Source: an optimization exercise on an open RTL-to-GDS flow (aim: small area). Production flows keep margins and buffers that such runs may drop.
Where RTL was checked, it was by simulation tests only, not by an equivalence proof against the original.
The clock port is modelled as an ideal driver; clocking choices that lean on that would not hold on a real chip.
No activity file was given, so power comes from the tool's default toggle rates.

==> inputs of v23 <==
## DoutReader
module DoutReader (
    input clk_i,   
    input reset_i,   
    input drdy,   
    input dclk,   
    input din,   
    output [23:0] ch1_o,   
    output [23:0] ch2_o,   
    output tick_o   
);
    logic x_q, y_q;
    logic [4:0] lc_q;   
    logic h_q;   
    logic drdy_1, drdy_2, dclk_1, dclk_2;
    logic [23:0] sr1_q, sr2_q;   
    logic [23:0] ch1_q, ch2_q;   
    wire drdy_fall = drdy_2 & ~drdy_1;
    wire dclk_fall = dclk_2 & ~dclk_1;
    wire wait_drdy = ~x_q & ~y_q;
    wire wait_dclk = x_q & ~y_q;
    wire write = ~x_q & y_q;
    wire fin = x_q & y_q;
    wire lc_z = ~|lc_q[3:0];
    wire lc_end = lc_q[4] & lc_z;   
    wire last = h_q & lc_end;   
    wire first_half = ~h_q;   
    wire x_d = wait_drdy & drdy_fall | wait_dclk & ~dclk_fall | write;
    wire y_d = wait_dclk & dclk_fall | write & last;
    always_ff @(posedge clk_i) begin
        if (reset_i) begin
            x_q <= 1'b0;
            y_q <= 1'b0;
            drdy_1 <= 1'b0;
            drdy_2 <= 1'b0;
        end else begin
            x_q <= x_d;
            y_q <= y_d;
            drdy_1 <= drdy;
            drdy_2 <= drdy_1;
        end
    end
    wire cnt_step = y_q;
    wire cnt_hold = x_q;
    always_ff @(posedge clk_i) begin
        lc_q[4:1] <= ({4{cnt_step}} & lc_q[3:0]) | ({4{cnt_hold}} & lc_q[4:1]);
        lc_q[0] <= ~reset_i & ((cnt_step & (lc_q[4] ^ lc_q[2] ^ lc_z)) | (cnt_hold & lc_q[0]));
        h_q <= (cnt_step & (h_q ^ lc_end)) | (cnt_hold & h_q);
    end
    always_ff @(posedge clk_i) begin
        dclk_1 <= dclk;
        dclk_2 <= dclk_1;
    end
    wire sh1 = y_q & first_half;
    wire hold1 = x_q | ~first_half;
    wire sh2 = y_q;
    wire hold2 = x_q;
    wire ld = fin & ~reset_i;
    wire keep = ~fin & ~reset_i;
    always_ff @(posedge clk_i) begin
        sr1_q <= ({24{sh1}} & {sr1_q[22:0], din}) | ({24{hold1}} & sr1_q);
        sr2_q <= ({24{sh2}} & {sr2_q[22:0], din}) | ({24{hold2}} & sr2_q);
        ch1_q <= ({24{ld}} & sr1_q) | ({24{keep}} & ch1_q);
        ch2_q <= ({24{ld}} & sr2_q) | ({24{keep}} & ch2_q);
    end
    assign ch1_o = ch1_q;
    assign ch2_o = ch2_q;
    assign tick_o = wait_drdy & lc_q[0];
endmodule
==> module DoutReader, before the edit <==
module DoutReader (
    input clk_i,   
    input reset_i,   
    input drdy,   
    input dclk,   
    input din,   
    output [23:0] ch1_o,   
    output [23:0] ch2_o,   
    output tick_o   
);
    logic x_q, y_q;
    logic [4:0] lc_q;   
    logic h_q;   
    logic drdy_1, drdy_2, dclk_1, dclk_2;
    logic [23:0] sr1_q, sr2_q;   
    logic [23:0] ch1_q, ch2_q;   
    wire drdy_fall = drdy_2 & ~drdy_1;
    wire dclk_fall = dclk_2 & ~dclk_1;
    wire wait_drdy = ~x_q & ~y_q;
    wire wait_dclk = x_q & ~y_q;
    wire write = ~x_q & y_q;
    wire fin = x_q & y_q;
    wire lc_z = ~|lc_q[3:0];
    wire lc_end = lc_q[4] & lc_z;   
    wire last = h_q & lc_end;   
    wire first_half = ~h_q;   
    wire x_d = wait_drdy & drdy_fall | wait_dclk & ~dclk_fall | write;
    wire y_d = wait_dclk & dclk_fall | write & last;
    always_ff @(posedge clk_i) begin
        if (reset_i) begin
            x_q <= 1'b0;
            y_q <= 1'b0;
            drdy_1 <= 1'b0;
            drdy_2 <= 1'b0;
        end else begin
            x_q <= x_d;
            y_q <= y_d;
            drdy_1 <= drdy;
            drdy_2 <= drdy_1;
        end
    end
    wire cnt_step = y_q;
    wire cnt_hold = x_q;
    always_ff @(posedge clk_i) begin
        lc_q[4:1] <= ({4{cnt_step}} & lc_q[3:0]) | ({4{cnt_hold}} & lc_q[4:1]);
        lc_q[0] <= ~reset_i & ((cnt_step & (lc_q[4] ^ lc_q[2] ^ lc_z)) | (cnt_hold & lc_q[0]));
        h_q <= (cnt_step & (h_q ^ lc_end)) | (cnt_hold & h_q);
    end
    always_ff @(posedge clk_i) begin
        dclk_1 <= dclk;
        dclk_2 <= dclk_1;
    end
    wire sh1 = y_q & first_half;
    wire hold1 = x_q | ~first_half;
    wire sh2 = y_q;
    wire hold2 = x_q;
    wire ld = fin & ~reset_i;
    wire keep = ~fin & ~reset_i;
    always_ff @(posedge clk_i) begin
        sr1_q <= ({24{sh1}} & {sr1_q[22:0], din}) | ({24{hold1}} & sr1_q);
        sr2_q <= ({24{sh2}} & {sr2_q[22:0], din}) | ({24{hold2}} & sr2_q);
        ch1_q <= ({24{ld}} & sr1_q) | ({24{keep}} & ch1_q);
        ch2_q <= ({24{ld}} & sr2_q) | ({24{keep}} & ch2_q);
    end
    assign ch1_o = ch1_q;
    assign ch2_o = ch2_q;
    assign tick_o = wait_drdy & lc_q[0];
endmodule
export LEC_CHECK = 0
export CAP_MARGIN = 0
export CORE_MARGIN = 2
export CORE_UTILIZATION = 83
export PLACE_DENSITY = 0.88
export SLEW_MARGIN = 0
create_clock -name core_clock -period 5.0 [get_ports {clk_i}]
standard.sh (not shown) runs the stock make flow with config.mk's settings and CLKGATE_MAP_FILE= SYNTH_SCRIPT=/design/flow/synth_recipe.tcl, a recipe that flattens the netlist after the stock synthesis.
==> flow/flow/run.sh <==
#!/bin/bash
# Own layout flow: the standard flow (the standard.sh, standard synthesis
# unchanged) with the smallest buffer on each port, a clock tree without dummy
# loads, and clock buffers sized to their loads (flow/post_cts.tcl).
set -euo pipefail
here=$(pwd)
bash standard.sh \
  "BUFFER_PORTS_ARGS=-buffer_cell sky130_fd_sc_hd__buf_1" \
  "CTS_ARGS=-sink_clustering_enable -repair_clock_nets -dont_use_dummy_load" \
  "POST_CTS_TCL=$here/flow/post_cts.tcl" \
  finish > flow_make.log 2>&1
==> flow/flow/post_cts.tcl <==
# After clock tree synthesis: give each clock buffer the smallest clkbuf size
# that keeps every flip-flop clock pin's slew under a target (with margin for
# the routed parasitics), instead of one size for the whole tree.
set clk_slew_target 0.122
set clk_sizes {sky130_fd_sc_hd__clkbuf_2 sky130_fd_sc_hd__clkbuf_4 sky130_fd_sc_hd__clkbuf_8 sky130_fd_sc_hd__clkbuf_16}

proc worst_clk_pin_slew {} {
  set worst 0
  foreach p [get_pins -hierarchical */CLK] {
    set s [get_property $p slew_max]
    if { $s > $worst } { set worst $s }
  }
  return $worst
}

proc worst_buf_in_slew {} {
  set worst 0
  foreach inst [get_cells clkbuf_*] {
    set s [get_property [get_pins [get_full_name $inst]/A] slew_max]
    if { $s > $worst } { set worst $s }
  }
  return $worst
}

estimate_parasitics -placement
puts "clock slew before resizing: [worst_clk_pin_slew]"
# leaves first (those driving flip-flops), then the buffers above them
set bufs {}
foreach c [get_cells clkbuf_*] { lappend bufs [get_full_name $c] }
set bufs [lsort -decreasing $bufs]
foreach name $bufs {
  set inst [get_cells $name]
  set orig [get_property $inst ref_name]
  set done 0
  foreach c $clk_sizes {
    replace_cell $inst $c
    estimate_parasitics -placement
    puts "  try $c: [worst_clk_pin_slew] [worst_buf_in_slew]"
    if { [worst_clk_pin_slew] <= $clk_slew_target && [worst_buf_in_slew] <= 0.25 } {
      set done 1
      break
    }
  }
  if { !$done } { replace_cell $inst $orig }
  estimate_parasitics -placement
  puts "clock buffer $name: $orig -> [get_property $inst ref_name]"
}
puts "clock slew after resizing: [worst_clk_pin_slew]"
==> v20 (differences from v23) <==
==> flow/design.v (replaced) <==
module DoutReader (
    input clk_i,   
    input reset_i,   
    input drdy,   
    input dclk,   
    input din,   
    output [23:0] ch1_o,   
    output [23:0] ch2_o,   
    output tick_o   
);
    localparam logic [1:0] WAIT_DRDY = 2'd0, WAIT_DCLK = 2'd1, WRITE_DATA = 2'd2, FINALISE_DATA = 2'd3;
    logic [1:0] state_q;
    logic [5:0] i_q;   
    logic drdy_1, drdy_2, dclk_1, dclk_2;
    logic tick_q;
    logic [23:0] sr1_q, sr2_q;   
    logic [23:0] ch1_q, ch2_q;   
    wire drdy_fall = drdy_2 & ~drdy_1;
    wire dclk_fall = dclk_2 & ~dclk_1;
    wire in_write = (state_q == WRITE_DATA);
    wire fin = (state_q == FINALISE_DATA);
    wire not_crc = ~(i_q[4] & i_q[3]);
    wire sh1 = in_write & i_q[5] & not_crc;
    wire sh2 = in_write & ~i_q[5] & not_crc;
    wire shr1 = sh1 & ~reset_i;
    wire shr2 = sh2 & ~reset_i;
    wire hold1 = ~sh1 & ~reset_i;
    wire hold2 = ~sh2 & ~reset_i;
    wire ld = fin & ~reset_i;
    wire keep = ~fin & ~reset_i;
    logic [1:0] state_d;
    always_comb begin
        state_d = state_q;
        case (state_q)
            WAIT_DRDY: if (drdy_fall) state_d = WAIT_DCLK;
            WAIT_DCLK: if (dclk_fall) state_d = WRITE_DATA;
            WRITE_DATA: state_d = (i_q == 6'd0) ? FINALISE_DATA : WAIT_DCLK;
            default: state_d = WAIT_DRDY;
        endcase
    end
    always_ff @(posedge clk_i) begin
        if (reset_i) begin
            state_q <= WAIT_DRDY;
            drdy_1 <= 1'b0;
            drdy_2 <= 1'b0;
            dclk_1 <= 1'b0;
            dclk_2 <= 1'b0;
            tick_q <= 1'b0;
        end else begin
            state_q <= state_d;
            drdy_1 <= drdy;
            drdy_2 <= drdy_1;
            dclk_1 <= dclk;
            dclk_2 <= dclk_1;
            tick_q <= fin;
        end
    end
    always_ff @(posedge clk_i) begin
        if (state_q == WAIT_DRDY) i_q <= 6'd63;
        else if (in_write) i_q <= i_q - 6'd1;
    end
    always_ff @(posedge clk_i) begin
        sr1_q <= ({24{shr1}} & {sr1_q[22:0], din}) | ({24{hold1}} & sr1_q);
        sr2_q <= ({24{shr2}} & {sr2_q[22:0], din}) | ({24{hold2}} & sr2_q);
        ch1_q <= ({24{ld}} & sr1_q) | ({24{keep}} & ch1_q);
        ch2_q <= ({24{ld}} & sr2_q) | ({24{keep}} & ch2_q);
    end
    assign ch1_o = ch1_q;
    assign ch2_o = ch2_q;
    assign tick_o = tick_q;
endmodule
==> flow/flow/run.sh (replaced) <==
#!/bin/bash
# Own layout flow: the standard flow (the standard.sh, standard synthesis
# unchanged) with smaller port buffers and a clock tree without dummy loads.
set -euo pipefail
bash standard.sh \
  "BUFFER_PORTS_ARGS=-buffer_cell sky130_fd_sc_hd__buf_1" \
  "CTS_ARGS=-sink_clustering_enable -repair_clock_nets -dont_use_dummy_load" \
  finish > flow_make.log 2>&1
Settings changed: CAP_MARGIN 0 to 20, CORE_UTILIZATION 83 to 60, PLACE_DENSITY 0.88 to unset, SLEW_MARGIN 0 to 20.
removed: flow/flow/post_cts.tcl
==> summary.txt <==
| metric | v20 | v23 |
|---|---|---|
| Buf/Inv on CP | 1 | 2 |
| Fraction of synthesized cell area taken by the top area cell type | 61.4% | 64.2% |
| RR Startpoint | state_q[1] | y_q |
| Fraction of met3 tracks used by global routing | 4.89% | 9.67% |
| Clock power share | 31.5% | 29.0% |
| Pre-CTS setup slack | 2.33 ns | 2.44 ns |
| Global placement routability congestion | 0.796 | 0.750 |
| Worst hold endpoint | drdy_2 | dclk_2 |
| Seq. pwr | 0.871 mW | 0.865 mW |
| Core outline area | 5820 µm² | 3940 µm² |
| Critical path's largest stage delay | 0.61 ns | 0.62 ns |
| Post-synthesis compound-gate area fraction | 27.1% | 27.8% |
| Peak fanout along the critical path | 24 | 22 |
| IR drop worst, VDD | 0.189 mV | 0.228 mV |
| Slack of the worst reg-to-reg path | 3.01 ns | 2.52 ns |
| Slew margin rel. | 42.4% | 18.0% |
| Type of element launching the critical path | input pin | flop |
| Synth Area in Adders | 0.704% | 0.372% |
| Result of the run | no timing/DRC/antenna violations | no timing/DRC/antenna violations |
| Number of multi-input logic gates | 140 | 123 |
| Gr usage total | 19.3% | 29.6% |
| Area used by multi-input combinational logic | 1180 µm² | 1050 µm² |
Only the layout flow was run in v20; the RTL was not checked for function there.

port drivers added, routing unchanged:
The results above use ideal ports. As a check the final layouts listed here were re-extracted and re-timed, cells and wires unchanged. Step 1 (the two cells are an assumption about what drives the block):
set clk [get_ports {clk_i}]
set_driving_cell -lib_cell sky130_fd_sc_hd__clkbuf_16 $clk
set_driving_cell -lib_cell sky130_fd_sc_hd__buf_2 [delete_from_list [all_inputs] $clk]
Step 2 moves the port delays by t, midway between the first and last clock arrival at a register: inputs arrive t later, outputs are due t later. That takes back most of the time a late clock gives input paths. Slacks: no drivers / after step 1 / after step 2; pairs: no drivers / after step 1.
run | t, ns | slack for setup (ns) | latest minus earliest clock arrival (ns) | cell pins on the clock port's net
v23 | 0.452 | 2.347 / 2.320 / 2.327 | 0.032 / 0.032 | 1
v20 | 0.368 | 2.737 / 2.740 / 2.372 | 0.030 / 0.031 | 1
After both steps every run listed still meets setup and hold. For v20, which loses most, drivers alone change the setup slack by +0.003 ns; drivers and shift together by -0.365 ns.
